This design comes from an exercise in tuning for small area, a short achievable clock period and few clock cycles per item on the open sky130 flow, not from production work. The RTL was checked by simulation tests, not by an equivalence proof against the original design. Power is estimated from default activity; no workload was simulated.

== try-harbor ==
// simple_modular_adder
module simple_modular_adder(a,b,clk,rst,out,done);
input [255:0] a,b;
input clk,rst;
output [255:0] out;
output done;
wire [254:6] hs;
wire [62:0] bg, bp;
wire [31:0] pg, pp, eg;
wire [5:0] l0, l1;
wire c0, c1;
ma_low u_low(.a(a[4:0]), .b(b[4:0]), .x5(a[5] ^ b[5]), .l0(l0), .l1(l1), .c0(c0), .c1(c1));
ma_blk4 u_a0(.a(a[9:6]), .b(b[9:6]), .al(a[5]), .bl(b[5]), .hs(hs[9:6]), .bg(bg[0]), .bp(bp[0]));
ma_blk4 u_a1(.a(a[13:10]), .b(b[13:10]), .al(a[9]), .bl(b[9]), .hs(hs[13:10]), .bg(bg[1]), .bp(bp[1]));
ma_blk4 u_a2(.a(a[17:14]), .b(b[17:14]), .al(a[13]), .bl(b[13]), .hs(hs[17:14]), .bg(bg[2]), .bp(bp[2]));
ma_blk4 u_a3(.a(a[21:18]), .b(b[21:18]), .al(a[17]), .bl(b[17]), .hs(hs[21:18]), .bg(bg[3]), .bp(bp[3]));
ma_blk4 u_a4(.a(a[25:22]), .b(b[25:22]), .al(a[21]), .bl(b[21]), .hs(hs[25:22]), .bg(bg[4]), .bp(bp[4]));
ma_blk4 u_a5(.a(a[29:26]), .b(b[29:26]), .al(a[25]), .bl(b[25]), .hs(hs[29:26]), .bg(bg[5]), .bp(bp[5]));
ma_blk4 u_a6(.a(a[33:30]), .b(b[33:30]), .al(a[29]), .bl(b[29]), .hs(hs[33:30]), .bg(bg[6]), .bp(bp[6]));
ma_blk4 u_a7(.a(a[37:34]), .b(b[37:34]), .al(a[33]), .bl(b[33]), .hs(hs[37:34]), .bg(bg[7]), .bp(bp[7]));
ma_blk4 u_a8(.a(a[41:38]), .b(b[41:38]), .al(a[37]), .bl(b[37]), .hs(hs[41:38]), .bg(bg[8]), .bp(bp[8]));
ma_blk4 u_a9(.a(a[45:42]), .b(b[45:42]), .al(a[41]), .bl(b[41]), .hs(hs[45:42]), .bg(bg[9]), .bp(bp[9]));
ma_blk4 u_a10(.a(a[49:46]), .b(b[49:46]), .al(a[45]), .bl(b[45]), .hs(hs[49:46]), .bg(bg[10]), .bp(bp[10]));
ma_blk4 u_a11(.a(a[53:50]), .b(b[53:50]), .al(a[49]), .bl(b[49]), .hs(hs[53:50]), .bg(bg[11]), .bp(bp[11]));
ma_blk4 u_a12(.a(a[57:54]), .b(b[57:54]), .al(a[53]), .bl(b[53]), .hs(hs[57:54]), .bg(bg[12]), .bp(bp[12]));
ma_blk4 u_a13(.a(a[61:58]), .b(b[61:58]), .al(a[57]), .bl(b[57]), .hs(hs[61:58]), .bg(bg[13]), .bp(bp[13]));
ma_blk4 u_a14(.a(a[65:62]), .b(b[65:62]), .al(a[61]), .bl(b[61]), .hs(hs[65:62]), .bg(bg[14]), .bp(bp[14]));
ma_blk4 u_a15(.a(a[69:66]), .b(b[69:66]), .al(a[65]), .bl(b[65]), .hs(hs[69:66]), .bg(bg[15]), .bp(bp[15]));
ma_blk4 u_a16(.a(a[73:70]), .b(b[73:70]), .al(a[69]), .bl(b[69]), .hs(hs[73:70]), .bg(bg[16]), .bp(bp[16]));
  ...
export LEC_CHECK = 0
export CAP_MARGIN = 20
export CORE_MARGIN = 2
export CORE_UTILIZATION = 40
export CTS_CLUSTER_DIAMETER = 60
export CTS_CLUSTER_SIZE = 25
export SETUP_SLACK_MARGIN = 2.45
export SLEW_MARGIN = 20
export SYNTH_HIERARCHICAL = 1
create_clock -name core_clock -period 5.0 [get_ports {clk}]
standard.sh (not shown) runs the stock make flow with config.mk's settings and CLKGATE_MAP_FILE= SYNTH_SCRIPT=/design/flow/synth_recipe.tcl, a recipe that flattens the netlist after the stock synthesis.
==> flow/flow/run.sh <==
#!/bin/bash
# Layout flow: the standard ORFS flow (standard.sh), run on a config (own.mk) that
# includes the standard flow's config.mk and adds two settings:
#  - the port buffers are the smallest plain buffer, sky130_fd_sc_hd__buf_1, instead of
#    the delay cell buffer_ports picks by default (every port still gets its buffer);
#  - slow cells with long PMOS stacks (3- and 4-input OR/NOR and some complex AOI/OAI
#    gates) are added to the platform's don't-use list.
# Synthesis, registers, floorplan, power grid, tap cells, CTS and routing are the standard
# flow's. The make output goes to standard.log; ORFS keeps each step's log under orfs/logs.
set -euo pipefail
here=$(pwd)
cat > own.mk <<EOM
include $here/config.mk
export BUFFER_PORTS_ARGS = -buffer_cell sky130_fd_sc_hd__buf_1
export DONT_USE_CELLS = sky130_fd_sc_hd__nor3_1 sky130_fd_sc_hd__nor3_2 sky130_fd_sc_hd__nor3_4 sky130_fd_sc_hd__nor3b_1 sky130_fd_sc_hd__nor3b_2 sky130_fd_sc_hd__nor3b_4 sky130_fd_sc_hd__nor4_1 sky130_fd_sc_hd__nor4_2 sky130_fd_sc_hd__nor4_4 sky130_fd_sc_hd__nor4b_1 sky130_fd_sc_hd__nor4b_2 sky130_fd_sc_hd__nor4b_4 sky130_fd_sc_hd__nor4bb_1 sky130_fd_sc_hd__nor4bb_2 sky130_fd_sc_hd__nor4bb_4 sky130_fd_sc_hd__or3_1 sky130_fd_sc_hd__or3_2 sky130_fd_sc_hd__or3_4 sky130_fd_sc_hd__or3b_1 sky130_fd_sc_hd__or3b_2 sky130_fd_sc_hd__or3b_4 sky130_fd_sc_hd__or4_1 sky130_fd_sc_hd__or4_2 sky130_fd_sc_hd__or4_4 sky130_fd_sc_hd__or4b_1 sky130_fd_sc_hd__or4b_2 sky130_fd_sc_hd__or4b_4 sky130_fd_sc_hd__or4bb_1 sky130_fd_sc_hd__or4bb_2 sky130_fd_sc_hd__or4bb_4  sky130_fd_sc_hd__a2111o_1 sky130_fd_sc_hd__a2111o_2 sky130_fd_sc_hd__a2111o_4 sky130_fd_sc_hd__a2111oi_0 sky130_fd_sc_hd__a2111oi_1 sky130_fd_sc_hd__a2111oi_2 sky130_fd_sc_hd__a2111oi_4 sky130_fd_sc_hd__a222oi_1 sky130_fd_sc_hd__a2bb2o_1 sky130_fd_sc_hd__a2bb2o_2 sky130_fd_sc_hd__a2bb2o_4 sky130_fd_sc_hd__a2bb2oi_1 sky130_fd_sc_hd__a2bb2oi_2 sky130_fd_sc_hd__a2bb2oi_4 sky130_fd_sc_hd__a311o_1 sky130_fd_sc_hd__a311o_2 sky130_fd_sc_hd__a311o_4 sky130_fd_sc_hd__a311oi_1 sky130_fd_sc_hd__a311oi_2 sky130_fd_sc_hd__a311oi_4 sky130_fd_sc_hd__a32o_1 sky130_fd_sc_hd__a32o_2 sky130_fd_sc_hd__a32o_4 sky130_fd_sc_hd__a32oi_1 sky130_fd_sc_hd__a32oi_2 sky130_fd_sc_hd__a32oi_4 sky130_fd_sc_hd__a41o_1 sky130_fd_sc_hd__a41o_2 sky130_fd_sc_hd__a41o_4 sky130_fd_sc_hd__a41oi_1 sky130_fd_sc_hd__a41oi_2 sky130_fd_sc_hd__a41oi_4 sky130_fd_sc_hd__o2111a_1 sky130_fd_sc_hd__o2111a_2 sky130_fd_sc_hd__o2111a_4 sky130_fd_sc_hd__o2111ai_1 sky130_fd_sc_hd__o2111ai_2 sky130_fd_sc_hd__o2111ai_4 sky130_fd_sc_hd__o2bb2a_1 sky130_fd_sc_hd__o2bb2a_2 sky130_fd_sc_hd__o2bb2a_4 sky130_fd_sc_hd__o2bb2ai_1 sky130_fd_sc_hd__o2bb2ai_2 sky130_fd_sc_hd__o2bb2ai_4 sky130_fd_sc_hd__o311a_1 sky130_fd_sc_hd__o311a_2 sky130_fd_sc_hd__o311a_4 sky130_fd_sc_hd__o311ai_0 sky130_fd_sc_hd__o311ai_1 sky130_fd_sc_hd__o311ai_2 sky130_fd_sc_hd__o311ai_4 sky130_fd_sc_hd__o32a_1 sky130_fd_sc_hd__o32a_2 sky130_fd_sc_hd__o32a_4 sky130_fd_sc_hd__o32ai_1 sky130_fd_sc_hd__o32ai_2 sky130_fd_sc_hd__o32ai_4 sky130_fd_sc_hd__o41a_1 sky130_fd_sc_hd__o41a_2 sky130_fd_sc_hd__o41a_4 sky130_fd_sc_hd__o41ai_1 sky130_fd_sc_hd__o41ai_2 sky130_fd_sc_hd__o41ai_4 
EOM
sed "s#DESIGN_CONFIG=[^ ]*#DESIGN_CONFIG=$here/own.mk#" standard.sh > own.sh
bash own.sh > standard.log 2>&1
Testbench counts of try-harbor, summed over its fixed seeds: cycles 1,024, items 512.
#### Input delta (try-quartz over try-harbor)
-- flow/config.mk --
<<< try-harbor, line 12
export CTS_CLUSTER_SIZE = 25
export SETUP_SLACK_MARGIN = 2.45
export SLEW_MARGIN = 20
export SYNTH_HIERARCHICAL = 1
>>> try-quartz, line 12
export CTS_CLUSTER_SIZE = 25
export SETUP_SLACK_MARGIN = 2.3
export SLEW_MARGIN = 20
export SYNTH_HIERARCHICAL = 1
export SYNTH_MINIMUM_KEEP_SIZE = 200
--- outcome ---
- try-quartz has completed all stages; timing, DRC and antenna checks passed.
- Going from try-harbor to try-quartz, maximum frequency went down; worst hold margin picked up an extra 8.7 ps.
- Of try-quartz and try-harbor, the higher areal power density over the cells belongs to try-quartz.
- Going from try-harbor to try-quartz, portion of total power attributed to sequential cells now larger, die area now larger.
[inputs] try-yarrow vs try-quartz
-- flow/config.mk --
<<< try-quartz, line 10
export CORE_UTILIZATION = 40
export CTS_CLUSTER_DIAMETER = 60
export CTS_CLUSTER_SIZE = 25
export SETUP_SLACK_MARGIN = 2.3
>>> try-yarrow, line 10
export CORE_UTILIZATION = 40
export CTS_CLUSTER_DIAMETER = 70
export CTS_CLUSTER_SIZE = 30
export SETUP_SLACK_MARGIN = 2.3
<<< try-quartz, line 15
export SYNTH_HIERARCHICAL = 1
export SYNTH_MINIMUM_KEEP_SIZE = 200
>>> try-yarrow, line 15
export SYNTH_HIERARCHICAL = 1
==> comparison <==
Overall die width: try-yarrow < try-quartz. Diff try-quartz..try-yarrow | first-pass iteration count of the detailed router | unchanged. The inserted tap cell count in try-yarrow was lower than what try-quartz gave. Compared with try-quartz, total clock buffers created by CTS in try-yarrow decreased by more than 10%. Relative to try-quartz, highest clock frequency the design can meet has gone down in try-yarrow. As far as design area is concerned, try-yarrow and try-quartz perform about the same. Diff try-quartz -> try-yarrow | fraction of area in multi-input gates | increase of 7.2 points. Compared with try-quartz, try-yarrow improves switching power. From try-quartz to try-yarrow the numbers moved as follows: relative contribution of the clock network to total power dropped 1.3 points; share of the core filled with cells moved up.
Here is what was changed in the inputs of try-indigo compared with try-yarrow.
-- flow/config.mk --
<<< try-yarrow, line 12
export CTS_CLUSTER_SIZE = 30
export SETUP_SLACK_MARGIN = 2.3
export SLEW_MARGIN = 20
export SYNTH_HIERARCHICAL = 1
>>> try-indigo, line 12
export CTS_CLUSTER_SIZE = 30
export SETUP_SLACK_MARGIN = 2.45
export SLEW_MARGIN = 20
export SYNTH_HIERARCHICAL = 1
export SYNTH_MINIMUM_KEEP_SIZE = 200
--- outcome ---
- try-indigo has completed all stages; timing, DRC and antenna checks passed.
- What try-yarrow reported for number of resized instances in the post-cts repair step has to be multiplied by 2.5 to get the figure for try-indigo.
- The critical path required time on try-yarrow is in line with that on try-indigo.
- Max total track usage across try-yarrow and try-indigo: try-indigo
- try-indigo vs try-yarrow — power per cell area dropped 4.5%.
- Sequential power share ended up 0.7 points lower on try-indigo than on try-yarrow.
- Sort try-yarrow and try-indigo by non-clock buffer contribution to total cell area, descending, and try-indigo comes first.
- Wire length of the first global-routing pass: higher on try-indigo
- Area of the die, try-yarrow and try-indigo, higher one = try-indigo.

==> re-timing with driven ports <==
The flow's constraints put no driver on any port. The routed layouts listed below were extracted and timed again, unchanged, in two steps.
Step 1 (the two cells are an assumption about what drives the block):
set clk [get_ports {clk}]
set_driving_cell -lib_cell sky130_fd_sc_hd__clkbuf_16 $clk
set_driving_cell -lib_cell sky130_fd_sc_hd__buf_2 [delete_from_list [all_inputs] $clk]
Step 2, shift: input delay + t, output delay - t, t = (earliest + latest rising clock arrival at the registers) / 2. This alone moves slack from input paths to output paths.
Slacks: no drivers / after step 1 / after step 2; pairs: no drivers / after step 1.
run | t, ns | setup slack, ns | worst setup path after step 2
try-harbor | 0.629 | 2.356 / 2.356 / 1.862 | input to register
try-quartz | 0.642 | 2.338 / 2.338 / 1.787 | input to register
try-yarrow | 0.630 | 2.328 / 2.328 / 1.818 | input to register
try-indigo | 0.635 | 2.291 / 2.291 / 1.885 | input to register
After both steps setup and hold are still met in every run listed. The setup slack of try-quartz, which loses most, moves by 0.000 ns with the drivers and by -0.551 ns with both steps.
